Source: an optimization exercise on an open RTL-to-GDS flow (aim: small area). Production flows keep margins and buffers that such runs may drop.
Function was checked by simulation only, so behaviour that the tests miss may differ from the original.
No activity file was given, so power comes from the tool's default toggle rates.

[design/flow/config.mk]
export PLATFORM = sky130hd
export DESIGN_NAME = top_ip_i2c
export DESIGN_NICKNAME = top_ip_i2c
export VERILOG_FILES = /design/flow/design.v
export SDC_FILE = /design/flow/constraint.sdc
export NUM_CORES = 4
export LEC_CHECK = 0
export CAP_MARGIN = 20
export CORE_MARGIN = 2
export CORE_UTILIZATION = 40
export CTS_BUF_LIST = sky130_fd_sc_hd__clkbuf_4 sky130_fd_sc_hd__clkbuf_8
export CTS_CLUSTER_DIAMETER = 60
export CTS_CLUSTER_SIZE = 20
export PLACE_DENSITY = 0.5
export SLEW_MARGIN = 20
[design/flow/constraint.sdc]
create_clock -name core_clock -period 10.0 [get_ports {PCLK}]
set_input_delay 2.0000 -clock core_clock [delete_from_list [all_inputs] [get_ports {PCLK}]]
set_output_delay 2.0000 -clock core_clock [all_outputs]
set_load 0.01 [all_outputs]
[design/flow/design.v]
module top_ip_i2c
(
    input       wire                PCLK,PRESETn  ,
    input       wire                PSEL,PENABLE  ,
    input       wire                PWRITE        ,
    input       wire    [31:0]      PADDR         ,
    input       wire    [31:0]      PWDATA        ,
    output      wire    [31:0]      PRDATA        ,
    output      wire                PREADY        ,
    output      wire                PSLVERR       ,
    output      wire                PINT          ,
    input       wire                sda_i         ,
    output      wire                sda_o         ,
    output      wire                scl_o         ,
    input       wire                scl_i
);
    function automatic [19:0] inc20(input [19:0] q);
        reg c; integer i;
        begin c = 1'b1; for (i = 0; i < 20; i = i + 1) begin inc20[i] = q[i] ^ c; c = c & q[i]; end end
    endfunction
    function automatic ge20(input [19:0] a, input [19:0] b);    
        reg g; integer i;
        begin g = 1'b1; for (i = 0; i < 20; i = i + 1) g = (a[i] & ~b[i]) | (~(a[i] ^ b[i]) & g); ge20 = g; end
    endfunction
    wire        setup   = PSEL & ~PENABLE;
    wire        wr      = setup &  PWRITE;
    wire        rd      = setup & ~PWRITE;
    wire [6:0]  idx     = PADDR[8:2];
    reg  [8:0]  tx_apb_addr;
    reg  [7:0]  tx_apb_data;
    reg  [7:0]  tx_apb_data_cnt;
    reg  [13:0] tx_ctrl;
    reg  [19:0] time_out;
    reg         irpt_en, tx_data_en;
    reg  [7:0]  prdata;
    reg         i2c_ready, reg_cmd, pint;
    wire [7:0]  status;
    wire [7:0]  rx_apb_data;
    wire        ms = tx_ctrl[13] & ~tx_ctrl[12];    
    wire        ss = ~tx_ctrl[13] & tx_ctrl[12];    
    always_ff @(posedge PCLK or negedge PRESETn)
    begin
        if (~PRESETn) begin
            tx_ctrl[13:12]  <= 2'd0;
            prdata          <= 8'd0;
        end else begin
            if (wr && idx == 7'd6)  tx_ctrl[13:12]  <= PWDATA[13:12];
            if (rd && idx == 7'd1)  prdata          <= status;
            else if (rd && idx == 7'd3) prdata      <= rx_apb_data;
        end
    end
    always_ff @(posedge PCLK)
    begin
        if (~PRESETn) begin
            tx_apb_addr     <= 9'd0;
            tx_apb_data     <= 8'd0;
            tx_apb_data_cnt <= 8'd0;
            tx_ctrl[11:0]   <= 12'd0;
            time_out        <= 20'd0;
            irpt_en         <= 1'b0;
            tx_data_en      <= 1'b0;
        end else begin
            if (wr && idx == 7'd0)  tx_apb_addr     <= PWDATA[8:0];
            if (wr && idx == 7'd2)  tx_apb_data     <= PWDATA[7:0];
            if (wr && idx == 7'd4)  tx_apb_data_cnt <= PWDATA[7:0];
            if (wr && idx == 7'd6)  tx_ctrl[11:0]   <= PWDATA[11:0];
            if (wr && idx == 7'd10) time_out        <= PWDATA[19:0];
            if (wr && idx == 7'd2)  tx_data_en      <= 1'b1;
            else if (~setup)        tx_data_en      <= 1'b0;
            if (wr && idx == 7'd8)  irpt_en         <= PWDATA[0];
            else if (~setup)        irpt_en         <= 1'b0;
        end
    end
    wire cmd = |status[3:0];
    always_ff @(posedge PCLK or negedge PRESETn)
    begin
        if (~PRESETn)
            pint <= 1'b0;
        else if (cmd & ~reg_cmd)
            pint <= 1'b1;
        else if (irpt_en)
            pint <= 1'b0;
    end
    always_ff @(posedge PCLK)
    begin
        if (~PRESETn)
            i2c_ready <= 1'b0;
        else if (status[1])
            i2c_ready <= 1'b0;
        else if (tx_ctrl[11])
            i2c_ready <= 1'b1;
    end
    always_ff @(posedge PCLK)
        reg_cmd <= cmd;
    assign PRDATA  = {24'd0, prdata};
    assign PREADY  = 1'b1;
    assign PSLVERR = 1'b0;
    assign PINT    = pint;
    localparam [3:0] M_IDLE  = 4'd1, M_START = 4'd2, M_ADDR  = 4'd3, M_AACK  = 4'd4,
                     M_WR    = 4'd5, M_RACK  = 4'd6, M_RD    = 4'd7, M_WACK  = 4'd8,
                     M_SR    = 4'd9, M_STOP  = 4'd10;
    wire        m_sda_i = ms ? sda_i : 1'b1;
    wire        m_scl_i = ms ? scl_i : 1'b1;
    wire [1:0]  m_rw    = ms ? tx_apb_addr[1:0] : 2'b00;
    wire [6:0]  m_addr  = ms ? tx_apb_addr[8:2] : 7'd0;
    wire [7:0]  m_din   = ms ? tx_apb_data : 8'd0;
    wire [10:0] div_cnt = tx_ctrl[10:0];
    reg  [3:0]  mq, mq_next;
    reg  [2:0]  m_cnt;           
    reg  [7:0]  m_cb;            
    reg  [7:0]  m_dar;           
    reg         m_rep;           
    reg         m_sda;
    reg  [7:0]  m_dout;
    reg  [15:0] m_cnt_clk;
    reg         m_reg_scl;
    reg         m_sta_sto;
    reg  [10:0] d_cnt, d_cnt2;
    reg         sclk, clk_en;
    wire        m_cnt_z  = (m_cnt == 3'd0);
    wire        m_cb_nz  = |m_cb;
    wire        m_stretch = (m_cnt_clk >= {6'd0, div_cnt[10:1]}) & ~&m_cnt_clk[15:1];
    always_ff @(posedge PCLK)
    begin
        if (d_cnt >= div_cnt) begin
            d_cnt <= 11'd0;
            sclk  <= 1'b1;
        end else if (~m_stretch) begin
            d_cnt <= inc20({9'd0, d_cnt});
            sclk  <= 1'b0;
        end
    end
    wire d2_wrap = d_cnt2 >= {1'b0, div_cnt[10:1]};
    always_ff @(posedge PCLK)
    begin
        if (d2_wrap)
            d_cnt2 <= 11'd0;
        else if (~m_stretch)
            d_cnt2 <= inc20({9'd0, d_cnt2});
    end
    always_ff @(posedge PCLK)
    begin
        if (~PRESETn)
            clk_en <= 1'b0;
        else if (d2_wrap)
            clk_en <= ~clk_en;
        else if (~m_stretch)
            clk_en <= 1'b0;
    end
    wire m_clr_clk = (m_scl_i ^ m_reg_scl) | mq == M_IDLE | mq == M_START | mq == M_ADDR |
                     mq == M_STOP | mq == M_SR;
    always_ff @(posedge PCLK)
    begin
        if (m_clr_clk)
            m_cnt_clk <= 16'hfffe;
        else if (i2c_ready)
            m_cnt_clk <= inc20({4'd0, m_cnt_clk});
    end
    always_ff @(posedge PCLK)
        m_reg_scl <= m_scl_i;
    always_comb
    begin
        mq_next = mq;
        case (mq)
            M_IDLE:  if (i2c_ready && ms) mq_next = M_START;
            M_START: mq_next = M_ADDR;
            M_ADDR:  if (m_cnt_z) mq_next = M_AACK;
            M_AACK:  mq_next = m_sda_i ? M_STOP : (m_dar[0] ? M_RD : M_WR);
            M_WR:    if (m_cnt_z) mq_next = M_RACK;
            M_RACK:  mq_next = (m_cb_nz && !m_sda_i) ? ((m_rw == 2'b10) ? M_SR : M_WR) : M_STOP;
            M_RD:    if (m_cnt_z) mq_next = M_WACK;
            M_WACK:  mq_next = m_cb_nz ? M_RD : M_STOP;
            M_SR:    mq_next = M_START;
            M_STOP:  mq_next = M_IDLE;
            default: mq_next = mq;
        endcase
    end
    always_ff @(posedge PCLK)
    begin
        if (~PRESETn)
            mq <= M_IDLE;
        else if (sclk)
            mq <= mq_next;
    end
    always_ff @(posedge PCLK)
    begin
        if (~PRESETn) begin
            m_rep  <= 1'b0;
            m_dout <= 8'd0;
        end else begin
            if (mq == M_SR)        m_rep <= 1'b1;
            else if (mq == M_ADDR) m_rep <= 1'b0;
            if (mq == M_RD)        m_dout[m_cnt] <= m_sda_i;
        end
    end
    always_ff @(posedge PCLK)
    begin
        if (sclk)
            m_cnt <= (mq == M_ADDR || mq == M_WR || mq == M_RD) ? m_cnt - 3'd1 : 3'd7;
        if (sclk && (mq == M_AACK || mq == M_RACK || mq == M_WACK))
            m_cb <= (mq == M_AACK || m_cb > tx_apb_data_cnt) ? tx_apb_data_cnt : m_cb - 8'd1;
        if (mq == M_START)
            m_dar <= {m_addr, m_rep ? m_rw[1] : m_rw[0]};
        case (mq)
            M_START, M_STOP: m_sda <= 1'b0;
            M_ADDR:          m_sda <= m_dar[m_cnt];
            M_WR:            m_sda <= m_din[m_cnt];
            M_WACK:          m_sda <= ~m_cb_nz;
            default:         m_sda <= 1'b1;
        endcase
    end
    always_ff @(posedge PCLK)
    begin
        if (mq == M_IDLE)
            m_sta_sto <= 1'b0;
        else if (clk_en)
            m_sta_sto <= ~m_sta_sto;
    end
    wire m_scl_o = (mq == M_IDLE) | (m_sta_sto ^ (mq == M_START));
    wire m_tx    = ~m_sda_i & ((mq == M_AACK) | (mq == M_RACK & m_cb_nz));
    wire [7:0] m_status = {4'b0, mq == M_WACK, m_tx, mq == M_STOP, 1'b0};
    localparam [2:0] S_IDLE = 3'd0, S_RADDR = 3'd1, S_AADDR = 3'd2, S_RD = 3'd3,
                     S_ARD  = 3'd4, S_WR    = 3'd5, S_AWR   = 3'd6;
    wire        s_sda_i = ss ? sda_i : 1'b1;
    wire        s_scl_i = ss ? scl_i : 1'b1;
    wire [6:0]  s_addr  = ss ? tx_apb_addr[8:2] : 7'd0;
    wire [7:0]  s_din   = ss ? tx_apb_data : 8'd0;
    reg         s_reg_scl, s_reg_sda;
    reg  [7:0]  s_dscl, s_dsf, s_dsr;
    reg  [7:0]  s_cnt_st;
    reg         s_sta, s_sto, s_dsta, s_dsto;
    reg         s_ready;
    reg  [7:0]  s_sr;
    reg  [2:0]  sq, sq_next;
    reg         s_reg_addr;
    reg         s_sda;
    reg  [3:0]  s_cnt_bit;
    reg  [7:0]  s_dout;
    reg         s_rw;
    reg         s_reg_tx, s_reg_stretch;
    reg         s_stc;
    reg  [19:0] s_cnt_stretch;
    wire s_scl_ev   = s_reg_scl ^ s_scl_i;
    wire s_scl_fall = s_reg_scl & ~s_scl_i;
    wire s_scl_rise = ~s_reg_scl & s_scl_i;
    wire s_sda_rise = ~s_scl_ev & ~s_reg_sda & s_sda_i;
    wire s_sda_fall = ~s_scl_ev & s_reg_sda & ~s_sda_i;
    wire s_d_scl    = s_dscl[7];
    wire s_d_sf     = s_dsf[7];
    wire s_d_sr     = s_dsr[7];
    wire s_to_ge    = s_cnt_stretch >= time_out;
    wire s_to_gt    = s_cnt_stretch >  time_out;
    always_ff @(posedge PCLK)
    begin
        s_reg_scl <= s_scl_i;
        s_reg_sda <= s_sda_i;
    end
    always_ff @(posedge PCLK)
    begin
        if (~PRESETn) begin
            s_dscl <= 8'd0;
            s_dsf  <= 8'd0;
            s_dsr  <= 8'd0;
        end else begin
            s_dscl <= {s_dscl[6:0], s_scl_i};
            s_dsf  <= {s_dsf[6:0], s_sda_fall};
            s_dsr  <= {s_dsr[6:0], s_sda_rise};
        end
    end
    always_ff @(posedge PCLK)
    begin
        if (~PRESETn)
            s_cnt_st <= 8'd0;
        else if ((s_sda_fall | s_sda_rise) & s_d_scl)
            s_cnt_st <= 8'd0;
        else
            s_cnt_st <= inc20({12'd0, s_cnt_st});
    end
    always_ff @(posedge PCLK)
    begin
        if (~PRESETn) begin
            s_sta  <= 1'b0;
            s_sto  <= 1'b0;
            s_dsta <= 1'b0;
            s_dsto <= 1'b0;
        end else if (s_sda_fall & s_d_scl)
            s_dsta <= 1'b1;
        else if (s_d_sf & s_scl_i & s_dsta)
            s_sta <= 1'b1;
        else if (s_sda_rise & s_d_scl)
            s_dsto <= 1'b1;
        else if (s_d_sr & s_scl_i & s_dsto)
            s_sto <= 1'b1;
        else if (s_cnt_st > 8'd10) begin
            s_dsto <= 1'b0;
            s_dsta <= 1'b0;
        end else begin
            s_sta <= 1'b0;
            s_sto <= 1'b0;
        end
    end
    always_ff @(posedge PCLK)
    begin
        if (~PRESETn)
            s_ready <= 1'b0;
        else if (s_sta)
            s_ready <= 1'b1;
        else if (s_sto)
            s_ready <= 1'b0;
    end
    always_ff @(posedge PCLK)
        if (s_scl_rise)
            s_sr <= {s_sr[6:0], s_sda_i};
    wire s_cnt_z = (s_cnt_bit == 4'd0);
    always_comb
    begin
        sq_next = sq;
        case (sq)
            S_IDLE:  if (s_ready && ss) sq_next = S_RADDR;
            S_RADDR: if (s_cnt_z) sq_next = S_AADDR;
            S_AADDR: sq_next = s_reg_addr ? (s_rw ? S_WR : S_RD) : S_IDLE;
            S_RD:    if (s_cnt_z) sq_next = S_ARD;
            S_ARD:   sq_next = S_RD;
            S_WR:    if (s_cnt_z) sq_next = S_AWR;
            S_AWR:   sq_next = s_sr[0] ? S_IDLE : S_WR;
            default: sq_next = sq;
        endcase
    end
    always_ff @(posedge PCLK)
    begin
        if (~PRESETn)
            sq <= S_IDLE;
        else if (s_scl_fall)
            sq <= sq_next;
        else if (s_sto | s_sta | s_to_ge)
            sq <= S_IDLE;
    end
    always_ff @(posedge PCLK)
        if (s_scl_fall)
            s_reg_addr <= (s_sr[7:1] == s_addr);
    always_ff @(posedge PCLK)
    begin
        if (~PRESETn) begin
            s_dout <= 8'd0;
            s_rw   <= 1'b0;
        end else begin
            if (sq == S_RADDR && !s_scl_rise && s_cnt_z) s_rw   <= s_sr[0];
            if (sq == S_RD    && !s_scl_rise && s_cnt_z) s_dout <= s_sr;
        end
    end
    always_ff @(posedge PCLK)
    begin
        case (sq)
            S_IDLE:  begin s_sda <= 1'b1; s_cnt_bit <= 4'd8; end
            S_RADDR: begin s_sda <= 1'b1; if (s_scl_rise) s_cnt_bit <= s_cnt_bit - 4'd1; end
            S_AADDR: begin s_sda <= ~s_reg_addr; s_cnt_bit <= s_rw ? 4'd7 : 4'd8; end
            S_RD:    begin s_sda <= 1'b1; if (s_scl_rise) s_cnt_bit <= s_cnt_bit - 4'd1; end
            S_ARD:   begin s_sda <= 1'b0; s_cnt_bit <= 4'd8; end
            S_WR:    begin s_sda <= s_din[s_cnt_bit[2:0]]; if (s_scl_fall) s_cnt_bit <= s_cnt_bit - 4'd1; end
            S_AWR:   begin s_sda <= 1'b1; s_cnt_bit <= 4'd7; end
            default: begin s_sda <= 1'b1; s_cnt_bit <= 4'd8; end
        endcase
    end
    wire s_tx = s_rw & (((sq == S_AADDR) & ~(s_scl_fall & ~s_reg_addr)) |
                        ((sq == S_AWR)   & ~(s_scl_fall & s_sr[0])));
    wire s_stretch = s_stc & ~s_tx;
    always_ff @(posedge PCLK)
    begin
        s_reg_tx      <= s_tx;
        s_reg_stretch <= s_stretch;
    end
    always_ff @(posedge PCLK)
    begin
        if (~PRESETn)
            s_stc <= 1'b0;
        else if (s_tx & ~s_reg_tx)
            s_stc <= 1'b1;
        else if (tx_data_en | s_to_gt)
            s_stc <= 1'b0;
    end
    always_ff @(posedge PCLK)
    begin
        if (~PRESETn)
            s_cnt_stretch <= 20'd0;
        else if (s_stretch)
            s_cnt_stretch <= inc20(s_cnt_stretch);
        else if (s_reg_stretch | sq == S_AADDR | sq == S_AWR)
            s_cnt_stretch <= 20'd0;
    end
    wire s_scl_o = ~(sq == S_WR & s_rw & s_stretch);
    wire [7:0] s_status = {2'b0, s_rw, sq == S_ARD, s_tx, s_sto, s_sta};
    assign status      = ss ? s_status : ms ? m_status : 8'd0;
    assign rx_apb_data = ss ? s_dout   : ms ? m_dout   : 8'd0;
    assign sda_o       = ss ? s_sda    : ms ? m_sda    : 1'b1;
    assign scl_o       = ss ? s_scl_o  : ms ? m_scl_o  : 1'b1;
endmodule
[design/flow/flow/run.sh]
#!/bin/bash
set -euo pipefail
W=$(pwd)

sed -e "s#WORK_HOME=[^ ]*#WORK_HOME=$W/ref#" standard.sh > ref_standard.sh
bash ref_standard.sh synth > ref_synth.log 2>&1

# 2. This flow's synthesis script: the reference script with an area-oriented ABC call.
{
  cat <<'EOT'
proc abc {args} {
  set keep {}
  set skip 0
  foreach a $args {
    if {$skip} { set skip 0; continue }
    if {$a in {-script -constr -D}} { set skip 1; continue }
    lappend keep $a
  }
  yosys abc {*}$keep -script {+strash;dc2;dch,-f;amap;topo}
}
EOT
  cat synth_recipe.tcl
} > area_synth.tcl

sed -e "s#SYNTH_SCRIPT=[^ ]*#SYNTH_SCRIPT=$W/area_synth.tcl ADDER_MAP_FILE= SYNTH_OPERATIONS_ARGS=-noshare 'BUFFER_PORTS_ARGS=-buffer_cell sky130_fd_sc_hd__buf_1'#" \
  standard.sh > area_standard.sh
bash area_standard.sh synth > area_synth.log 2>&1

ff_list() {
  python3 - "$1" <<'EOP'
import re, sys
txt = open(sys.argv[1]).read()
ffs = sorted(set(re.findall(r"^\s*(sky130_fd_sc_hd__(?:df|edf|sdf|sedf|dl)\w*)\s+(\S+)\s*\(", txt, re.M)))
for c, n in ffs:
    print(re.sub(r"_\d+$", "", c), n)
EOP
}
ff_list ref/results/sky130hd/top_ip_i2c/base/1_2_yosys.v > ref_regs.txt
ff_list orfs/results/sky130hd/top_ip_i2c/base/1_2_yosys.v > area_regs.txt
if cmp -s ref_regs.txt area_regs.txt && [[ -s ref_regs.txt ]]; then
  echo "registers match the reference synthesis ($(wc -l < ref_regs.txt))" | tee regs_check.log
  bash area_standard.sh > area_flow.log 2>&1
else
  echo "registers differ from the reference synthesis: standard flow" | tee regs_check.log
  diff ref_regs.txt area_regs.txt >> regs_check.log || true
  rm -rf orfs
  bash standard.sh > standard_flow.log 2>&1
fi
[design/flow/standard.sh]
#!/bin/bash
# synth_recipe.tcl (not shown) runs the flow's synth.tcl, then flattens the netlist and writes it again
# the make line also repeats each setting of config.mk as NAME=value (left out here)
make -C /OpenROAD-flow-scripts/flow DESIGN_CONFIG=/design/flow/config.mk WORK_HOME=/design/flow/orfs CLKGATE_MAP_FILE= SYNTH_SCRIPT=/design/flow/synth_recipe.tcl "${@:-finish}"
==> impl_results.md, run 1 <==
- Post-synth EDFFs: 32
- Max_cap viols: 0
- GRT overflow: 0
- DR vias: 8727
- Tmin final: between 6 and 7 ns
- Max_slew headroom: 0.3818
- HPWL after DPL: ~19000 um
- GP Congestion: between 0.8 and 0.9
- Highest net fanout along the worst path: 13
- Top cells by area, synth: dfxtp_1 38%, edfxtp_1 9.4%, nor2_1 9.4%
- Register area share after synthesis: 0.4979
- Comb pwr share: 0.027
- Ys Warns: 1
- Post-CTS Hold Fix Bufs: 0
- Top post-synthesis cells by count: 255 x nor2_1, 192 x dfxtp_1, 133 x clkinv_1, 101 x o21ai_0, 84 x a21oi_1
- Reg power frac: 0.586
- Syn Std Cell Area: ~10000 sq um
- Post-synthesis instance total: ~1200
- Final antenna-violating net count: 0
- Slowest stage delay, CP: about 0.55 ns
- Horiz. Die Dim: 163.7 um
- Clk pwr share: 0.387
- Static Leak: roughly 3.8 nW
- Area delta synth->final: 9.946%
- Initial antenna violation count: 0
- Hold path depth: 1
- Synth cell types: roughly 50
- Worst-Margin Slew: ~0.9 ns
- Outcome: finished clean
- Share of the synthesized area in the top cell type: 0.3767
- FP Rows: 58
- Async SR Flop Fraction: 0.04681
- Top-count cell post-synth: nor2_1
- Synth area leader: dfxtp_1
- Vias/cell: ~5.3
- Worst clock skew: ~0.022 ns
- Net Sw Frac: 0.2488
- Port-buffer cells: 44
- Routed len/inst: 15.65 um
- Clock slew at reported path FFs: about 0.12 ns
- Reg2reg path depth: 23
- CP max-delay cell: clkinv_1
- Vias in the first global route: 7917
- Critical path class: in -> out
- Aggregate global-route resource usage: 0.1925
- IO Count: approximately 110
- Overall power: around 1.6 mW
- CP Launch Type: input pin
- Endpoints failing hold: 0
- Final Cycle Share: 0.6666
- Area of the multi-input gates: 4532 sq um
- Die Y: ~160 um
- RSZ-0062 raised after global routing: no
- Syn avg cell area: ~8.2 sq um
- Ant diodes: 0
- DR DRC count: 0
- # Post-CTS Setup Buffers: 0
- TNS Setup: 0 ns
- WL final: about 26000 um
- Clk Latency, worst-skew pair: approximately 0.56 ns
- Worst EP arrival: ~4.7 ns
- Clock tree buffer depth: 3
- Die area: about 27000 sq um
- H-tree depth: 1
- Most numerous cell on the critical path: nand2_1
- CTS tree: built
- NumNets Final: around 1400
- Reg area: 5080 sq um
- Clock Tree Root: clkbuf_8
- Number of fill cells in the layout: 2567
- Top FF cell, synth: dfxtp_1
- Power Dens Cells: between 100 and 150 nW/um^2
- Initial Util: 0.4063
- Detailed Routing Iterations Pass 1: 5
- Largest net degree at the start of global routing: 64
- Fraction of layout cells with a size suffix above 1: 0.03695
- Worst Hold Class: reg -> reg
- Pint: approximately 1.2 mW
- CTS Buf Count: 22
- Max Slew Vio Count: 0
- Post-CTS sizing: 0
- Final setup violation count: 0
- Iteration-0 DRC Markers: around 570
- WHS: between 0.4 and 0.5 ns
- Maximum vdd drop: just over 0.1 mV
- Critical Path RT: approximately 8.0 ns
- Synth Register Bits: around 240
- Fmax: around 150 MHz
- Crit path cell chain: buf_1 > nor2_1 > nand2_1 > nand2_1 > a21oi_1 > clkinv_1 > nand2_1 > clkinv_1 > a41oi_1 > buf_1
- Crit path capture type: primary output
- First-pass GRT wire length: around 41000 um
- Sw power: around 400 uW
- Total clock sinks: around 240
- Core box area: roughly 25000 sq um
==> cells by family after synthesis <==
group,share of synthesized area
buffers and inverters,0.06807
DFF,0.4979
and+or+nand+nor,0.2021
other,0.0007361
AOI/OAI and AO/OA,0.2312
==> cells in the final DEF, fill, tap and decap left out, types with 4 or more instances in the layout <==
cell and instances:
a2111oi_0 5, a211oi_1 28, a21oi_1 84, a221oi_1 4
a22oi_1 60, a31oi_1 11, and2_0 7, and3_1 10
buf_1 43, buf_4 7, clkbuf_8 23, clkinv_1 133
conb_1 27, dfrtp_1 11, dfxtp_1 192, edfxtp_1 32
inv_6 5, nand2_1 69, nand2b_1 4, nand3_1 13
nor2_1 255, nor2b_1 30, nor3_1 40, nor4_1 10
o211ai_1 4, o21a_1 8, o21ai_0 100, o221a_1 4
o22ai_1 33, o32ai_1 4, or2_0 10, or3_1 9
==> registers in the layout (all words and copies together) (netlist names), 9 cells and up <==
register,cells
tx_apb_addr,9
d_cnt,11
time_out,20
s_cnt_stretch,20
m_cnt_clk,16
d_cnt2,11
tx_ctrl,14
==> metrics by stage <==
stage / util / instances / worst slack [ns] / area [sq um]
finish: 0.4467 / 1656 / 3.334 / 11220
detailed placement: 0.4277 / 1617 / 3.260 / 10740
global route: 0.4467 / 1656 / 3.000 / 11220
floorplan: - / 1262 / 4.542 / 10300
CTS: 0.4465 / 1656 / 3.261 / 11210
global placement: 0.4277 / 1617 / 3.279 / 10740
==> power groups by stage <==
stage	sequential (mW)	combinational, mW	clock, mW
finish	0.960	0.0447	0.634
global route	0.960	0.0505	0.690
CTS	0.960	0.0455	0.658
detailed placement	0.981	0.0453	0
global placement	0.981	0.0455	0
floorplan	0.981	0.0293	0
==> area by class of cell <==
type / instances / share of cell area
Inverter: 133 / 0.04462
Timing Repair Buffer: 51 / 0.01952
Tap cell: 330 / 0.03681
Clock inverter: 15 / 0.01327
Multi-Input combinational cell: 868 / 0.4040
Sequential cell: 235 / 0.4529
Clock buffer: 24 / 0.02889
==> worst paths after layout <==
check	slack [ns]	startpoint	to
min in group asynchronous	1.48	PRESETn	prdata[0]
max in group asynchronous	8.13	PRESETn	tx_ctrl[13]
setup / recovery	3.33	scl_i	scl_o
hold / removal	0.42	reg_cmd	pint
setup reg to reg	6.35	s_cnt_stretch[0]	s_cnt_stretch[19]
hold reg to reg	0.42	reg_cmd	pint
==> worst max-delay path, delay by kind of cell <==
family / cells / cell delay (ns)
buffers and inverters: 4 / 1.08
and+or+nand+nor: 4 / 0.88
AOI/OAI and AO/OA: 2 / 0.71
==> metal layers <==
layer | share of wire | global-route usage | up-vias | routed length [um]
li1 | - | - | 4513 | -
met1 | 0.50 | 0.2757 | 4027 | 12920
met2 | 0.44 | 0.3111 | 155 | 11490
met3 | 0.039 | 0.02551 | 32 | 1013
met4 | 0.019 | 0.03987 | 0 | 493
met5 | 0 | 0 | - | 0
==> inputs of run 2 (changes only) <==
--- a/design/flow/flow/run.sh
+++ b/design/flow/flow/run.sh
@@ -2,4 +2,5 @@
 set -euo pipefail
 W=$(pwd)
+export CTS_ARGS='-sink_clustering_enable -repair_clock_nets -dont_use_dummy_load -buf_list {sky130_fd_sc_hd__clkbuf_8 sky130_fd_sc_hd__clkbuf_16} -sink_clustering_size 30 -sink_clustering_max_diameter 80'
 
 sed -e "s#WORK_HOME=[^ ]*#WORK_HOME=$W/ref#" standard.sh > ref_standard.sh
==> impl_results.md, run 2 <==
- Sw power: ~350 uW
- First-pass GRT wire length: about 41000 um
- Crit path from: scl_i
- Syn Std Cell Area: 10200 sq um
- TNS Setup: 0 ns
- Final Cycle Share: 0.6628
- Most numerous cell on the critical path: nand2_1
- Post-route setup slack: between 3 and 4 ns
- Critical Path RT: approximately 8.0 ns
- H-tree depth: 1
- Core box area: 25110 sq um
- DR DRC count: 0
- Hold path start: reg_cmd
- Synth cell types: 51
- Post-synthesis instance total: 1237
- Ys Warns: 1
- Top delay family on crit path: buffers and inverters
- CTS tree: built
- Aggregate global-route resource usage: 0.1911
- Final Instance Area: approximately 11000 sq um
- Clock slew at reported path FFs: around 0.090 ns
- Pint: around 1.2 mW
- Fraction of layout cells with a size suffix above 1: 0.01997
- Max_cap viols: 0
- Post-CTS sizing: 0
- Post-CTS Hold Fix Bufs: 0
- Crit path capture type: primary output
- Top FF cell, synth: dfxtp_1
- DR vias: roughly 8600
- Async SR Flop Fraction: 0.04681
- Total clock sinks: approximately 240
- Reg power frac: 0.606
- WHS: around 0.42 ns
- Ant diodes: 0
- Final antenna-violating net count: 0
- GRT overflow: 0
- Routed len/inst: 15.72 um
- Tmin final: between 6 and 7 ns
- Endpoints failing hold: 0
- GP Congestion: approximately 0.85
- Clk Latency, worst-skew pair: roughly 0.5 ns
- Die area: 26800 sq um
- Area delta synth->final: 8.989%
- Net Sw Frac: 0.2191
- Synth area leader: dfxtp_1
- FP Rows: just under 60
- Initial antenna violation count: 0
- Vias in the first global route: roughly 7800
- Iteration-0 DRC Markers: between 700 and 800
- CP Launch Type: input pin
- Comb pwr share: 0.028
- Power Dens Cells: roughly 140 nW/um^2
- IO Count: about 110
- Max Slew Vio Count: 0
- Highest net fanout along the worst path: 13
- Top post-synthesis cells by count: 255 x nor2_1, 192 x dfxtp_1, 133 x clkinv_1, 101 x o21ai_0, 84 x a21oi_1
- Dpl ws: approximately 3.3 ns
- Placed Area: 10740 sq um
- Overall power: around 1.6 mW
- Die Y: ~160 um
- Reg2Reg Launch Point: s_cnt_stretch[0]
- Max_slew headroom: 0.4035
- Critical path class: in -> out
- Horiz. Die Dim: about 160 um
- Synth Register Bits: around 240
- RSZ-0062 raised after global routing: no
- Slowest stage delay, CP: 0.55 ns
- Crit path cell chain: buf_1 > nor2_1 > nand2_1 > nand2_1 > a21oi_1 > clkinv_1 > nand2_1 > clkinv_1 > a41oi_1 > buf_1
- Worst Hold Class: reg -> reg
- Top cells by area, synth: dfxtp_1 38%, edfxtp_1 9.4%, nor2_1 9.4%
- Share of the synthesized area in the top cell type: 0.3767
- CTS Buf Count: 15
- Clock tree buffer depth: 3
- Top flop regs: s_cnt_stretch (20), time_out (20), m_cnt_clk (16)
- Clock Tree Root: clkbuf_16
- Initial Util: 0.4063
- Maximum vdd drop: 0.1081 mV
- Post-synth EDFFs: 32
- Register area share after synthesis: 0.4979
- Syn avg cell area: between 8 and 9 sq um
- Worst clock skew: 0.03825 ns
- NumNets Final: roughly 1400
- Largest net degree at the start of global routing: 64
- Static Leak: 3.728 nW
- Fmax: about 150 MHz
- # Post-CTS Setup Buffers: 0
- Number of fill cells in the layout: 2568
- WL final: ~26000 um
- Detailed Routing Iterations Pass 1: 5
- Vias/cell: 5.289
- HPWL after DPL: roughly 19000 um
- Top-count cell post-synth: nor2_1
- Port-buffer cells: 44
- Worst EP arrival: ~4.6 ns
- Worst-Margin Slew: slightly below 0.9 ns
- CP max-delay cell: clkinv_1
- Commonest non-fill, non-tap cell in the layout: nor2_1
- Outcome: finished clean
- Final setup violation count: 0
- Clk pwr share: 0.365
- Worst Path Buf+Inv: 4
- Commonest cells after routing, fill and taps aside: 255 x nor2_1, 192 x dfxtp_1, 132 x clkinv_1, 100 x o21ai_0, 84 x a21oi_1
run 2: cell counts after synthesis:
No cell type changed its count.
run 2: logic make-up (layout without fill, tap and decap cells):
kind of cell,Yosys count,in the layout,share of synthesized area
buf+inv,159,199,0.06807
compound gates,373,373,0.2312
other cells,2,27,0.0007361
simple gates,468,468,0.2021
flops,235,235,0.4979
run 2: layout make-up:
type	count	area, sq um	share of cell area
flip-flops and latches	235	5080	0.4568
inverters	133	500.5	0.04501
repair buffers	51	219.0	0.01969
clock buffers	15	375.4	0.03376
multi-input cells	868	4532	0.4076
well taps	330	412.9	0.03713
run 2: path summary, 6_finish.rpt:
kind                                endpoint  slack (ns)  cells after the start
max                                    scl_o        3.37                     10
min                                     pint        0.42                      1
max reg2reg                s_cnt_stretch[19]        6.34                     23
min reg2reg                             pint        0.42                      1
max in group asynchronous        tx_ctrl[13]        8.04                      2
min in group asynchronous          prdata[0]        1.57                      2
run 2: worst reg2reg max path, stage by stage, from the launching register on:
cell and delay (ns):
dfxtp_1 0.32, clkinv_1 0.13, nor2_1 0.21, nand2_1 0.12, nor2_1 0.18, nand2_1 0.12
nor2_1 0.17, nand2_1 0.11, nor2_1 0.17, nand2_1 0.12, nor2_1 0.18, nand2_1 0.12
nor2_1 0.17, nand2_1 0.12, nor2_1 0.18, nand2_1 0.12, nor2_1 0.18, nand2_1 0.12
nor2_1 0.11, clkinv_1 0.11, nor2_1 0.13, nor2_1 0.07, nor3_1 0.15, nor3_1 0.07
run 2: power groups by stage:
stage / sequential [mW] / combinational (mW) / clock, mW
3_3_place_gp: 0.981 / 0.0455 / 0
4_1_cts: 0.959 / 0.0455 / 0.601
5_1_grt: 0.960 / 0.0506 / 0.634
2_1_floorplan: 0.981 / 0.0293 / 0
6_report: 0.959 / 0.0447 / 0.578
3_5_place_dp: 0.981 / 0.0453 / 0
run 2: metal layers:
layer | vias up | wire (um) | track usage
li1 | 4488 | - | -
met1 | 3989 | 13010 | 0.2769
met2 | 129 | 11390 | 0.3075
met3 | 25 | 906 | 0.02576
met4 | 0 | 353 | 0.03389
met5 | - | 0 | 0
run 2: through the flow:
stage | std cells | util
after floorplan | 1262 | -
after global placement | 1617 | 0.4277
after detailed placement | 1617 | 0.4277
after CTS | 1632 | 0.4426
after global routing | 1632 | 0.4428
final | 1632 | 0.4428
==> inputs of run 3 (changes only) <==
--- a/design/flow/flow/run.sh
+++ b/design/flow/flow/run.sh
@@ -1,6 +1,8 @@
 #!/bin/bash
+# Own layout flow: the standard ORFS flow (standard.sh) with these changes:
+#  - the port buffers that ORFS adds are the smallest buffer cell;
 set -euo pipefail
 W=$(pwd)
-export CTS_ARGS='-sink_clustering_enable -repair_clock_nets -dont_use_dummy_load -buf_list {sky130_fd_sc_hd__clkbuf_8 sky130_fd_sc_hd__clkbuf_16} -sink_clustering_size 30 -sink_clustering_max_diameter 80'
+export CTS_ARGS='-sink_clustering_enable -repair_clock_nets -dont_use_dummy_load -buf_list sky130_fd_sc_hd__clkbuf_16 -sink_clustering_size 30 -sink_clustering_max_diameter 60'
 
 sed -e "s#WORK_HOME=[^ ]*#WORK_HOME=$W/ref#" standard.sh > ref_standard.sh
@@ -18,5 +20,5 @@
     lappend keep $a
   }
-  yosys abc {*}$keep -script {+strash;dc2;dch,-f;amap;topo}
+  yosys abc {*}$keep -script {+strash;&get,-n;&deepsyn,-T,60;&put;dch,-f;amap;topo}
 }
 EOT
==> design/flow/config.mk (replaced) <==
export PLATFORM = sky130hd
export DESIGN_NAME = top_ip_i2c
export DESIGN_NICKNAME = top_ip_i2c
export VERILOG_FILES = /design/flow/design.v
export SDC_FILE = /design/flow/constraint.sdc
export NUM_CORES = 4
export LEC_CHECK = 0
export CAP_MARGIN = 20
export CORE_MARGIN = 2
export CORE_UTILIZATION = 65
export PLACE_DENSITY = 0.8
export SLEW_MARGIN = 20
==> impl_results.md, run 3 <==
- Synth Register Bits: about 240
- Top delay family on crit path: simple AND/OR/NAND/NOR gates
- Worst Path Buf+Inv: 3
- Post-synth EDFFs: 32
- Simple-gate portion of the synthesized area: 0.1652
- TNS Setup: 0 ns
- Adder-Cell Fraction of Synth Area: 0
- Top cells by area, synth: dfxtp_1 40%, edfxtp_1 9.9%, clkinv_1 7.5%
- RSZ-0062 raised after global routing: no
- NumNets Final: ~1300
- CP max-delay cell: o211ai_1
- Total clock sinks: ~240
- GRT overflow: 0
- Slowest stage delay, CP: about 0.47 ns
- Highest net fanout along the worst path: 7
- Tmin final: about 4.8 ns
- Placed Area: ~10000 sq um
- Vias/cell: a little over 6
- CTS tree: built
- Synth Area in XOR/XNOR: 0
- Final antenna-violating net count: 0
- Top-count cell post-synth: clkinv_1
- Horiz. Die Dim: around 130 um
- Initial Util: 0.6654
- Core box area: roughly 15000 sq um
- Register area share after synthesis: 0.5233
- Detailed Routing Iterations Pass 1: 5
- Post-synthesis instance total: approximately 1100
- Met1 Use GR: 0.3909
- Final Cycle Share: 0.4793
- Ant diodes: 0
- # Post-CTS Setup Buffers: 0
- IO Count: roughly 110
- Maximum vdd drop: 0.1613 mV
- Synth Area in Compound Gates: 0.2160
- Clock slew at reported path FFs: 0.11 ns
- WHS: ~0.42 ns
- Largest net degree at the start of global routing: 50
- HPWL after DPL: roughly 16000 um
- CTS Buf Count: 15
- Clk Latency, worst-skew pair: ~0.52 ns
- Most numerous cell on the critical path: nor2_1
- Top FF cell, synth: dfxtp_1
- Area delta synth->final: 7.205%
- Critical path class: in -> reg
- Final setup violation count: 0
- CP Launch Type: input pin
- Placed insts: about 1400
- Worst EP arrival: 5.16 ns
- Top post-synthesis cells by count: 193 x clkinv_1, 192 x dfxtp_1, 168 x nor2_1, 77 x o22ai_1, 76 x o21ai_0
- Clock Tree Root: clkbuf_16
- Die area: about 16000 sq um
- Outcome: finished clean
- Endpoints failing hold: 0
- Ys Warns: 1
- Top flop regs: s_cnt_stretch (20), time_out (20), m_cnt_clk (16)
- Initial antenna violation count: 0
- Iteration-0 DRC Markers: between 800 and 900
- DR vias: roughly 8300
- Gr busiest metal: met2
- Critical Path RT: roughly 10 ns
- Worst clock skew: 0.07511 ns
- Max_cap viols: 0
- Post-CTS sizing: 0
- Worst-Margin Slew: approximately 0.92 ns
- Share of the synthesized area in the top cell type: 0.3959
- Crit path cell chain: buf_1 > nor2_1 > nand2_1 > o211ai_1 > clkinv_1 > nor2_1 > clkinv_1 > nor2_1 > nand2_1 > nor2_1 > nand2_1 > nor2_1 > nand2_1 > nor2_1 > nand2_1 > a221oi_1
- Main combinational cell family by area after synthesis: compound AO/OA/AOI/OAI gates
- Port-buffer cells: between 40 and 50
- Synth cell types: 51
- Max Slew Vio Count: 0
- Async SR Flop Fraction: 0.04681
- Static Leak: about 3.5 nW
- Commonest non-fill, non-tap cell in the layout: clkinv_1
- DR DRC count: 0
- Final Instance Area: approximately 10000 sq um
- Mux cell area share after synthesis: 0
- Aggregate global-route resource usage: 0.2818
- Syn Std Cell Area: ~9700 sq um
- Syn avg cell area: around 8.6 sq um
- FP Rows: 44
- WL final: roughly 22000 um
- Synth area leader: dfxtp_1
- M3 GR Usage: 0.04758
- Fmax: roughly 210 MHz
- Clock tree buffer depth: 3
- Layout Cells excl Fill: around 1400
- GR Util met2: 0.4567
- Crit path capture type: register
- Power Dens Cells: about 170 nW/um^2
- Worst Hold Class: reg -> reg
- Fraction of layout cells with a size suffix above 1: 0.01676
- First-pass GRT wire length: 36680 um
- Post-CTS Hold Fix Bufs: 0
- Commonest cells after routing, fill and taps aside: 193 x clkinv_1, 192 x dfxtp_1, 168 x nor2_1, 77 x o22ai_1, 76 x o21ai_0
- GP Congestion: 0.9146
- Die Y: around 130 um
- Vias in the first global route: around 7500
- Max_slew headroom: 0.3785
- H-tree depth: 1
- Routed len/inst: roughly 16 um
## run 3: cell count changes in the layout (fill, tap and decap cells not counted), sizes merged, moves of 8 or more
| cell | before | now |
|---|---|---|
| nor2 | 255 | 168 |
| nor2b | 30 | 22 |
| clkinv | 133 | 193 |
| o221ai | 3 | 15 |
| o21ai | 101 | 76 |
| o22ai | 33 | 77 |
| a22oi | 60 | 8 |
| a21oi | 84 | 41 |
## run 3: stage by stage
step | utilization | power (mW) | worst slack, ns
finish | 0.7134 | 1.741 | 5.207
global route | 0.7134 | 1.808 | 4.670
CTS | 0.7134 | 1.745 | 5.232
detailed placement | 0.6877 | 1.195 | 4.758
global placement | 0.6877 | 1.194 | 4.883
floorplan | - | 1.140 | 5.632
## run 3: path summary, 6_finish.rpt
| kind | cells after the start | slack [ns] | startpoint | to |
|---|---|---|---|---|
| max reg2reg | 18 | 5.50 | tx_ctrl[12] | s_cnt_stretch[9] |
| max | 16 | 5.21 | scl_i | s_cnt_stretch[9] |
| min reg2reg | 1 | 0.42 | s_dsf[3] | s_dsf[4] |
| min in group asynchronous | 2 | 1.52 | PRESETn | pint |
| max in group asynchronous | 2 | 8.09 | PRESETn | tx_ctrl[12] |
| min | 1 | 0.42 | s_dsf[3] | s_dsf[4] |
## run 3: metal layers
metal | share of wire | vias up
met5 | 0 | -
li1 | - | 4081
met1 | 0.44 | 3879
met3 | 0.075 | 42
met2 | 0.46 | 322
met4 | 0.027 | 0
## run 3: layout make-up
| cell class | instances | area (sq um) |
|---|---|---|
| fillers | 1199 | 4182 |
| repair buffers | 47 | 188.9 |
| multi-input cells | 703 | 3809 |
| inverters | 193 | 724.4 |
| flip-flops and latches | 235 | 5080 |
| clock buffers | 15 | 375.4 |
| well taps | 184 | 230.2 |
## run 3: where the power goes
part	switching (mW)	internal, mW
combinational	0.122	0.0576
clock	0.294	0.268
sequential	0.0218	0.978
total	0.438	1.30
## run 3: worst reg2reg max path: cells and delay by family (launching register included)
family	cells	cell delay [ns]
buffers and inverters	4	0.77
AND/OR/NAND/NOR	12	2.54
flip-flops	1	0.36
AO/OA/AOI/OAI	2	0.73
## run 3: kinds of logic after synthesis
family,Yosys count
buf+inv,219
flops,235
other cells,2
compound gates,316
simple gates,360
==> inputs of run 4 (changes only) <==
--- a/design/flow/flow/run.sh
+++ b/design/flow/flow/run.sh
@@ -20,5 +20,5 @@
     lappend keep $a
   }
-  yosys abc {*}$keep -script {+strash;&get,-n;&deepsyn,-T,60;&put;dch,-f;amap;topo}
+  yosys abc {*}$keep -script {+strash;&get,-n;&deepsyn,-J,500,-T,1200;&put;dch,-f;amap;topo}
 }
 EOT
==> impl_results.md, run 4 <==
- Max_cap viols: 0
- Top cells by area, synth: dfxtp_1 40%, edfxtp_1 9.9%, clkinv_1 7.8%
- Critical Path RT: 10.39 ns
- CP max-delay cell: o21ai_0
- Detailed Routing Iterations Pass 1: 5
- Clock tree buffer depth: 3
- Most numerous cell on the critical path: nor2_1
- Ys Warns: 1
- Ant diodes: 0
- Slowest stage delay, CP: between 0.5 and 0.6 ns
- Clock Tree Root: clkbuf_16
- Post-CTS sizing: 0
- Aggregate global-route resource usage: 0.2751
- Synth Register Bits: approximately 240
- First-pass GRT wire length: approximately 36000 um
- Maximum vdd drop: between 0.15 and 0.2 mV
- Share of the synthesized area in the top cell type: 0.3952
- WHS Endpoint: pint
- Endpoints failing hold: 0
- Vias in the first global route: roughly 7600
- Post-synth EDFFs: 32
- Worst EP arrival: roughly 5.6 ns
- Reg2Reg Launch Point: tx_ctrl[13]
- Layout Cells excl Fill: 1379
- Fraction of layout cells with a size suffix above 1: 0.01674
- Worst clock skew: approximately 0.044 ns
- WHS: roughly 0.43 ns
- DR vias: between 8000 and 9000
- Area delta synth->final: 7.192%
- IO Count: approximately 110
- Syn Std Cell Area: around 9700 sq um
- Tmin final: 5.163 ns
- Post-synthesis instance total: around 1100
- Fmax: approximately 190 MHz
- CP Launch Type: input pin
- Final Cycle Share: 0.5163
- Reg-to-reg endpoint: s_cnt_stretch[19]
- Final antenna-violating net count: 0
- Clk Latency, worst-skew pair: about 0.5 ns
- Horiz. Die Dim: 126.3 um
- Syn avg cell area: about 8.6 sq um
- CTS tree: built
- HPWL after DPL: around 16000 um
- Synth cell types: 48
- DR DRC count: 0
- Reg2Reg Setup Slack: 5.72 ns
- Top flop regs: s_cnt_stretch (20), time_out (20), m_cnt_clk (16)
- Total clock sinks: 235
- Placed insts: 1364
- Max_slew headroom: 0.3409
- Core box area: between 10000 and 15000 sq um
- # Post-CTS Setup Buffers: 0
- Worst Hold Class: reg -> reg
- GP Congestion: approximately 0.94
- Initial antenna violation count: 0
- Largest net degree at the start of global routing: 52
- Port-buffer cells: 44
- Commonest non-fill, non-tap cell in the layout: clkinv_1
- TNS Setup: 0 ns
- Critical path class: in -> reg
- GRT overflow: 0
- Crit path cell chain: buf_1 > nor2_1 > nand2_1 > o21ai_0 > clkinv_1 > nor2_1 > clkinv_1 > or4_1 > or4_1 > nor4b_1 > nor2_1 > a211oi_1
- Overall power: between 1.5 and 2 mW
- Final setup violation count: 0
- Initial Util: 0.6666
- H-tree depth: 1
- Clock slew at reported path FFs: ~0.080 ns
- Top post-synthesis cells by count: 203 x clkinv_1, 192 x dfxtp_1, 160 x nor2_1, 77 x o22ai_1, 74 x o21ai_0
- FP Rows: between 40 and 50
- Crit path capture type: register
- Hold path start: reg_cmd
- Die Y: roughly 130 um
- Static Leak: about 3.5 nW
- Highest net fanout along the worst path: 6
- Commonest cells after routing, fill and taps aside: 203 x clkinv_1, 192 x dfxtp_1, 160 x nor2_1, 77 x o22ai_1, 74 x o21ai_0
- Die area: about 16000 sq um
- RSZ-0062 raised after global routing: no
- Post-CTS Hold Fix Bufs: 0
- Synth area leader: dfxtp_1
- Power Dens Cells: 165.3 nW/um^2
- Routed len/inst: roughly 16 um
- Iteration-0 DRC Markers: 692
- Top FF cell, synth: dfxtp_1
- Outcome: finished clean
- Register area share after synthesis: 0.5223
- Core Util, Final: 0.7146
- Vias/cell: 5.920
- Reg2reg path depth: 13
- Top-count cell post-synth: clkinv_1
- Worst-Margin Slew: 0.9850 ns
- WL final: between 20000 and 25000 um
- Hold path depth: 1
- Max Slew Vio Count: 0
- Crit path from: scl_i
- CTS Buf Count: 15
- Async SR Flop Fraction: 0.04681
- NumNets Final: 1268
-- run 4: cell count changes in the layout (fill, tap and decap cells not counted), moves of 4 or more --
cell,previous run,this run
a211oi_1,22,33
clkinv_1,193,203
nor2_1,168,160
nor3_1,36,28
o221ai_1,15,20
a22oi_1,8,4
a31oi_1,7,11
o21a_1,2,6
-- run 4: report_power, final --
group | switching (mW) | internal, mW | total, mW
logic | 0.117 | 0.0495 | 0.166
registers | 0.0184 | 0.977 | 0.995
clock network | 0.294 | 0.268 | 0.562
-- run 4: layer usage --
layer | vias to the layer above | part of all wire | GRT usage
met2 | 260 | 0.46 | 0.4602
li1 | 4091 | - | -
met3 | 35 | 0.062 | 0.03205
met1 | 3777 | 0.45 | 0.3839
met5 | - | 0 | 0
met4 | 0 | 0.023 | 0.07304
-- run 4: worst max path at each step --
| stage | slack [ns] | end | depth (start not counted) |
|---|---|---|---|
| final | 4.84 | s_cnt_stretch[19] | 12 |
| after global routing | 4.53 | s_cnt_stretch[19] | 12 |
| after CTS | 4.90 | s_cnt_stretch[19] | 12 |
| after detailed placement | 4.47 | s_cnt_stretch[19] | 12 |
| after global placement | 4.52 | s_cnt_stretch[19] | 12 |
| after floorplan | 5.24 | time_out[0] | 6 |
-- run 4: cell families after synthesis --
family                 Yosys count  synth area share
DFF                            235            0.5223
and+or+nand+nor                345            0.1580
buffers and inverters          229           0.09842
other                            2         0.0007722
AOI/OAI and AO/OA              323            0.2205
-- run 4: stage by stage --
step                      setup slack (ns)  instance area [sq um]
after floorplan                      5.236                   9819
after CTS                            4.904                  10430
after global routing                 4.528                  10430
final                                4.837                  10430
after detailed placement             4.465                  10050
after global placement               4.518                  10050
-- run 4: cell type report --
class / instances / area, sq um
Inverter: 203 / 762.0
Fill cell: 1170 / 4164
Timing Repair Buffer: 47 / 188.9
Clock buffer: 15 / 375.4
Sequential cell: 235 / 5080
Multi-Input combinational cell: 695 / 3789
Tap cell: 184 / 230.2
-- run 4: worst max-delay path, delay by kind of cell --
family	cells	cell delay, ns
compound gates	2	0.67
buf+inv	3	0.51
simple gates	7	2.37
==> inputs of run 5 (changes only) <==
--- a/design/flow/flow/run.sh
+++ b/design/flow/flow/run.sh
@@ -4,5 +4,5 @@
 set -euo pipefail
 W=$(pwd)
-export CTS_ARGS='-sink_clustering_enable -repair_clock_nets -dont_use_dummy_load -buf_list sky130_fd_sc_hd__clkbuf_16 -sink_clustering_size 30 -sink_clustering_max_diameter 60'
+export CTS_ARGS='-sink_clustering_enable -repair_clock_nets -dont_use_dummy_load -buf_list sky130_fd_sc_hd__clkbuf_16 -sink_clustering_size 30 -sink_clustering_max_diameter 60 -root_buf sky130_fd_sc_hd__clkbuf_8'
 
 sed -e "s#WORK_HOME=[^ ]*#WORK_HOME=$W/ref#" standard.sh > ref_standard.sh
==> impl_results.md, run 5 <==
- Outcome: finished clean
- Top FF cell, synth: dfxtp_1
- CTS Buf Count: 15
- Layout Cells excl Fill: about 1400
- Syn Std Cell Area: 9726 sq um
- Die area: 15960 sq um
- Critical Path RT: approximately 10 ns
- Initial antenna violation count: 0
- Fmax: ~200 MHz
- Hold path start: reg_cmd
- Worst EP arrival: around 5.5 ns
- Post-synth EDFFs: 32
- Final Instance Area: around 10000 sq um
- Reg2reg path depth: 13
- Share of the synthesized area in the top cell type: 0.3952
- Reg2Reg Launch Point: tx_ctrl[13]
- Vias/cell: approximately 5.9
- Placed Area: 10050 sq um
- Syn avg cell area: 8.576 sq um
- Final Cycle Share: 0.5025
- Clock Tree Root: clkbuf_8
- Tmin final: 5.025 ns
- Detailed Routing Iterations Pass 1: 6
- NumNets Final: 1268
- CP Launch Type: input pin
- CTS tree: built
- Max_slew headroom: 0.3422
- Routed len/inst: approximately 16 um
- Top delay family on crit path: simple AND/OR/NAND/NOR gates
- H-tree depth: 1
- Top flop regs: s_cnt_stretch (20), time_out (20), m_cnt_clk (16)
- IO Count: 108
- Worst Hold Class: reg -> reg
- Largest net degree at the start of global routing: 52
- Core box area: around 15000 sq um
- Critical path class: in -> reg
- Static Leak: 3.489 nW
- Overall power: 1.691 mW
- GP Congestion: approximately 0.94
- Endpoints failing hold: 0
- RSZ-0062 raised after global routing: no
- Initial Util: 0.6666
- Synth Register Bits: 235
- Die Y: between 100 and 150 um
- Max_cap viols: 0
- Core Util, Final: 0.7123
- Post-synthesis instance total: about 1100
- Commonest cells after routing, fill and taps aside: 203 x clkinv_1, 192 x dfxtp_1, 160 x nor2_1, 77 x o22ai_1, 74 x o21ai_0
- Reg2Reg Setup Slack: roughly 5.8 ns
- DR vias: ~8100
- Register area share after synthesis: 0.5223
- CP max-delay cell: or4_1
- Clock slew at reported path FFs: about 0.09 ns
- Max Slew Vio Count: 0
- Number of fill cells in the layout: ~1200
- Worst Path Buf+Inv: 3
- TNS Setup: 0 ns
- Most numerous cell on the critical path: nor2_1
- Ant diodes: 0
- Crit path cell chain: buf_1 > nor2_1 > nand2_1 > o21ai_0 > clkinv_1 > nor2_1 > clkinv_1 > or4_1 > or4_1 > nor4b_1 > nor2_1 > a211oi_1
- Reg-to-reg endpoint: s_cnt_stretch[19]
- Synth area leader: dfxtp_1
- GRT overflow: 0
- Crit path capture type: register
- Slowest stage delay, CP: 0.51 ns
- WHS Endpoint: pint
- # Post-CTS Setup Buffers: 0
- Synth cell types: 48
- Vias in the first global route: 7570
- Ys Warns: 1
- Clock tree buffer depth: 3
- Area delta synth->final: 6.844%
- Port-buffer cells: 44
- Worst-Margin Slew: around 0.98 ns
- Highest net fanout along the worst path: 6
- Final setup violation count: 0
- Total clock sinks: 235
- Async SR Flop Fraction: 0.04681
- WL final: around 22000 um
- Top post-synthesis cells by count: 203 x clkinv_1, 192 x dfxtp_1, 160 x nor2_1, 77 x o22ai_1, 74 x o21ai_0
- Maximum vdd drop: 0.1592 mV
- Placed insts: approximately 1400
- Top-count cell post-synth: clkinv_1
- Final antenna-violating net count: 0
- Top cells by area, synth: dfxtp_1 40%, edfxtp_1 9.9%, clkinv_1 7.8%
- Power Dens Cells: ~160 nW/um^2
- Fraction of layout cells with a size suffix above 1: 0.01674
- Hold path depth: 1
- Iteration-0 DRC Markers: roughly 670
- Clk Latency, worst-skew pair: around 0.55 ns
- Commonest non-fill, non-tap cell in the layout: clkinv_1
- FP Rows: 44
- DR DRC count: 0
- First-pass GRT wire length: about 36000 um
- Horiz. Die Dim: between 100 and 150 um
- Aggregate global-route resource usage: 0.2743
- Worst clock skew: 0.05264 ns
- Post-CTS Hold Fix Bufs: 0
- HPWL after DPL: about 16000 um
- Post-CTS sizing: 0
-- run 5: cell counts after synthesis --
Identical to the previous run, type by type.
-- run 5: worst max path at each step --
| stage | start | end | slack, ns | depth (start not counted) |
|---|---|---|---|---|
| 3_3_place_gp | scl_i | s_cnt_stretch[19] | 4.52 | 12 |
| 2_1_floorplan | PRESETn | time_out[0] | 5.24 | 6 |
| 4_1_cts | scl_i | s_cnt_stretch[19] | 4.96 | 12 |
| 6_report | scl_i | s_cnt_stretch[19] | 4.98 | 12 |
| 3_5_place_dp | scl_i | s_cnt_stretch[19] | 4.47 | 12 |
| 5_1_grt | scl_i | s_cnt_stretch[19] | 4.59 | 12 |
-- run 5: power by group --
group	switching [mW]	internal, mW	leakage (nW)
logic	0.116	0.0494	1.33
clock network	0.290	0.240	0.169
registers	0.0184	0.977	1.99
-- run 5: worst reg2reg max path, cell delays in order, from the launching register on --
cell	delay [ns]
dfrtp_1	0.39
clkinv_1	0.07
nand2_1	0.23
nor2_1	0.42
nand2_1	0.20
o21ai_0	0.46
clkinv_1	0.19
nor2_1	0.21
clkinv_1	0.19
or4_1	0.49
or4_1	0.51
nor4b_1	0.49
nor2_1	0.07
a211oi_1	0.16
-- run 5: metal layers --
layer,up-vias,GRT usage,wire (um)
li1,4102,-,-
met1,3760,0.3841,9922
met2,246,0.4602,10080
met3,34,0.03205,1362
met4,0,0.06658,471
met5,-,0,0
-- run 5: kinds of logic after synthesis --
logic type,Yosys count,synth area share
compound gates,323,0.2205
buf+inv,229,0.09842
flops,235,0.5223
other cells,2,0.0007722
simple gates,345,0.1580
-- run 5: cell type report --
| cell class | instances | area, sq um | area share |
|---|---|---|---|
| Sequential cell | 235 | 5080 | 0.4889 |
| Multi-Input combinational cell | 695 | 3789 | 0.3646 |
| Inverter | 203 | 762.0 | 0.07333 |
| Clock buffer | 15 | 341.6 | 0.03287 |
| Tap cell | 184 | 230.2 | 0.02216 |
| Timing Repair Buffer | 47 | 188.9 | 0.01818 |
-- run 5: through the flow --
step           hold slack (ns)  setup slack (ns)
2_1_floorplan           0.3939             5.236
3_3_place_gp            0.4103             4.518
3_5_place_dp            0.4089             4.465
4_1_cts                 0.4422             4.960
5_1_grt                 0.4551             4.591
6_report                0.4331             4.975
==> inputs of run 6 (changes only) <==
--- a/design/flow/design.v
+++ b/design/flow/design.v
@@ -256,5 +256,5 @@
         s_reg_sda <= s_sda_i;
     end
-    always_ff @(posedge PCLK)
+    always_ff @(posedge PCLK or negedge PRESETn)
     begin
         if (~PRESETn) begin
--- a/design/flow/flow/run.sh
+++ b/design/flow/flow/run.sh
@@ -4,5 +4,5 @@
 set -euo pipefail
 W=$(pwd)
-export CTS_ARGS='-sink_clustering_enable -repair_clock_nets -dont_use_dummy_load -buf_list sky130_fd_sc_hd__clkbuf_16 -sink_clustering_size 30 -sink_clustering_max_diameter 60 -root_buf sky130_fd_sc_hd__clkbuf_8'
+export CTS_ARGS='-sink_clustering_enable -repair_clock_nets -dont_use_dummy_load -buf_list sky130_fd_sc_hd__clkbuf_16 -sink_clustering_size 30 -sink_clustering_max_diameter 60 -root_buf sky130_fd_sc_hd__clkbuf_8 -tree_buf sky130_fd_sc_hd__clkbuf_8'
 
 sed -e "s#WORK_HOME=[^ ]*#WORK_HOME=$W/ref#" standard.sh > ref_standard.sh
@@ -20,5 +20,5 @@
     lappend keep $a
   }
-  yosys abc {*}$keep -script {+strash;&get,-n;&deepsyn,-J,500,-T,1200;&put;dch,-f;amap;topo}
+  yosys abc {*}$keep -script {+strash;&get,-n;&deepsyn,-T,60;&put;dch,-f;amap;topo}
 }
 EOT
==> impl_results.md, run 6 <==
- Max Slew Vio Count: 0
- Tmin final: 5.585 ns
- Crit path capture type: register
- Clk pwr share: 0.345
- Worst EP arrival: between 5 and 6 ns
- Fmax: between 150 and 200 MHz
- Initial Util: 0.6639
- Endpoints failing hold: 0
- Worst-Margin Slew: about 1 ns
- CTS Buf Count: 15
- Synth Register Bits: between 200 and 250
- Outcome: finished clean
- IO Count: approximately 110
- Power Dens Cells: around 150 nW/um^2
- Comb pwr share: 0.029
- Largest net degree at the start of global routing: 43
- GP Congestion: between 0.9 and 1
- Clock Tree Root: clkbuf_8
- RSZ-0062 raised after global routing: no
- Area delta synth->final: 6.898%
- Highest net fanout along the worst path: 4
- Commonest non-fill, non-tap cell in the layout: clkinv_1
- Sw power: 329.5 uW
- H-tree depth: 1
- DR DRC count: 0
- Worst clock skew: around 0.030 ns
- Final Cycle Share: 0.5585
- Metal-1 WL: about 10000 um
- Post-CTS Hold Fix Bufs: 0
- Ys Warns: 1
- Horiz. Die Dim: 125.8 um
- WL final: approximately 22000 um
- Async SR Flop Fraction: 0.1489
- Syn avg cell area: 8.804 sq um
- Max_cap viols: 0
- CP Launch Type: input pin
- Clk Latency, worst-skew pair: 0.54 ns
- Top flop regs: s_cnt_stretch (20), time_out (20), m_cnt_clk (16)
- CTS tree: built
- Max_slew headroom: 0.3135
- Synth area leader: dfxtp_1
- Detailed Routing Iterations Pass 1: 6
- Top-count cell post-synth: clkinv_1
- DR vias: about 7900
- Top layer in use: met4
- Top cells by area, synth: dfxtp_1 35%, edfxtp_1 10%, dfrtp_1 9.1%
- Share of the synthesized area in the top cell type: 0.3485
- Synth cell types: 48
- Overall power: around 1.5 mW
- WL met3: between 1000 and 1500 um
- Post-synthesis instance total: about 1100
- Clock slew at reported path FFs: around 0.09 ns
- Critical path class: in -> reg
- Register area share after synthesis: 0.5389
- Iteration-0 DRC Markers: between 700 and 800
- Post-synth EDFFs: 32
- GRT overflow: 0
- Syn Std Cell Area: 9649 sq um
- Final setup violation count: 0
- Fraction of layout cells with a size suffix above 1: 0.01729
- HPWL after DPL: between 15000 and 20000 um
- Aggregate global-route resource usage: 0.2790
- Dpl ws: 3.913 ns
- Static Leak: 3.556 nW
- Met2 wire length: about 10000 um
- Critical Path RT: ~10 ns
- Worst Path Buf+Inv: 2
- Net Sw Frac: 0.2140
- Die area: around 16000 sq um
- Commonest cells after routing, fill and taps aside: 179 x clkinv_1, 168 x dfxtp_1, 167 x nor2_1, 82 x o22ai_1, 71 x nand2_1
- Final antenna-violating net count: 0
- Post-CTS sizing: 0
- Core box area: between 10000 and 15000 sq um
- TNS Setup: 0 ns
- Post-route setup slack: 4.415 ns
- Total clock sinks: 235
- FP Rows: 44
- Ant diodes: 0
- Pint: 1.210 mW
- Top post-synthesis cells by count: 179 x clkinv_1, 168 x dfxtp_1, 167 x nor2_1, 82 x o22ai_1, 71 x nand2_1
- Initial antenna violation count: 0
- Vias/cell: 5.919
- # Post-CTS Setup Buffers: 0
- Vias in the first global route: between 7000 and 8000
- Port-buffer cells: 44
- CP max-delay cell: nor3_1
- NumNets Final: around 1200
- Top delay family on crit path: simple AND/OR/NAND/NOR gates
- First-pass GRT wire length: between 30000 and 40000 um
- Die Y: roughly 130 um
- Reg power frac: 0.626
- Routed len/inst: 16.42 um
- Maximum vdd drop: between 0.1 and 0.15 mV
- Worst Hold Class: reg -> reg
- Top FF cell, synth: dfxtp_1
- Clock tree buffer depth: 3
- Slowest stage delay, CP: roughly 0.30 ns
run 6: cell types whose count changed after synthesis, sizes merged, moves of 6 or more:
cell    delta
a211oi     -9
a21oi      +8
a221oi     +6
a22oi      +7
a31oi      -7
clkinv    -24
dfrtp     +24
dfxtp     -24
nor2       +7
nor2b     -24
nor3b      +6
o21ai     -22
run 6: cells by family (layout without fill, tap and decap cells):
family	Yosys count	after routing	synth area share
other	2	27	0.0007783
DFF	235	235	0.5389
buffers and inverters	205	241	0.08986
AOI/OAI and AO/OA	301	301	0.2084
and+or+nand+nor	353	353	0.1621
run 6: power groups by stage:
| stage | Clock [mW] | Combinational, mW | Sequential [mW] |
|---|---|---|---|
| after global routing | 0.570 | 0.0492 | 0.964 |
| after CTS | 0.538 | 0.0444 | 0.963 |
| after global placement | 0 | 0.0437 | 0.985 |
| final | 0.531 | 0.0450 | 0.964 |
| after floorplan | 0 | 0.0296 | 0.984 |
| after detailed placement | 0 | 0.0442 | 0.985 |
run 6: metrics by stage:
stage                     hold WS (ns)  instances  instance area, sq um  utilization
final                           0.3454       1341                 10310       0.7097
after detailed placement        0.3347       1326                  9973       0.6862
after global placement          0.3329       1326                  9973       0.6862
after floorplan                 0.3312       1121                  9743            -
after global routing            0.3460       1341                 10310       0.7097
after CTS                       0.3459       1341                 10310       0.7097
run 6: layer usage:
metal,track usage,vias up
li1,-,3960
met1,0.4037,3681
met2,0.4445,257
met3,0.03144,40
met4,0.09050,0
met5,0,-
run 6: final cells by class:
class	instances	area, sq um
timing repair buffer	47	188.9
fill	1151	4219
multi-input combinational	681	3682
sequential	235	5200
inverter	179	671.9
tap	184	230.2
clock buffer	15	341.6
run 6: path summary, 6_finish.rpt:
kind,start,end,slack (ns),cells after the start
setup / recovery,scl_i,s_cnt_stretch[19],4.41,25
hold / removal,s_dscl[1],s_dscl[2],0.35,0
setup reg to reg,tx_ctrl[12],s_cnt_stretch[19],4.66,27
hold reg to reg,s_dscl[1],s_dscl[2],0.35,0
max in group asynchronous,PRESETn,tx_ctrl[13],7.61,2
min in group asynchronous,PRESETn,s_dscl[3],1.47,1
run 6: worst reg2reg max path, stage by stage (launching register included):
cell,delay [ns]
dfrtp_1,0.38
clkinv_1,0.08
nor2_1,0.48
clkinv_1,0.35
nor2_1,0.30
nand2_1,0.14
clkinv_1,0.12
a21oi_1,0.15
nor2_1,0.23
and3_1,0.23
nand2_1,0.09
nor2_1,0.17
nand2_1,0.11
nor2_1,0.16
nand2_1,0.11
nor2_1,0.17
nand2_1,0.13
nor3_1,0.30
nand2_1,0.14
nor2_1,0.20
nand2_1,0.12
nor2_1,0.14
nand2_1,0.09
nor2_1,0.22
nand2_1,0.10
nor2_1,0.19
a21oi_1,0.12
a32o_1,0.21

afterwards: timing with drivers on the ports:
No port has a modelled driver above. Below, the same layouts with a new extraction and two added sets of constraints.
Step 1 (the two cells are an assumption about what drives the block):
set clk [get_ports {PCLK}]
set_driving_cell -lib_cell sky130_fd_sc_hd__clkbuf_16 $clk
set_driving_cell -lib_cell sky130_fd_sc_hd__buf_2 [delete_from_list [all_inputs] $clk]
Step 2 adds t to the input delays and takes it off the output delays; t is the mean of the earliest and latest rising clock arrival at the registers after step 1. Input paths then give back, and output paths get back, about the clock's delay inside the block.
Slacks: no drivers / after step 1 / after step 2; pairs: no drivers / after step 1.
| run | t (ns) | slack for setup (ns) | worst register clock-pin slew, ns | worst data-port slew with drivers (ns) |
|---|---|---|---|---|
| run 1 | 0.598 | 3.334 / 3.313 / 3.313 | 0.12 / 0.12 | 0.04 |
| run 2 | 0.524 | 3.372 / 3.351 / 3.351 | 0.11 / 0.11 | 0.04 |
| run 3 | 0.524 | 5.207 / 5.232 / 4.707 | 0.11 / 0.11 | 0.05 |
| run 4 | 0.517 | 4.837 / 4.861 / 4.344 | 0.10 / 0.10 | 0.04 |
| run 5 | 0.559 | 4.975 / 4.995 / 4.435 | 0.10 / 0.10 | 0.04 |
| run 6 | 0.565 | 4.415 / 4.435 / 3.871 | 0.10 / 0.10 | 0.03 |
After both steps setup and hold are still met in every run listed. The setup slack of run 6, which loses most, moves by +0.020 ns with the drivers and by -0.544 ns with both steps.
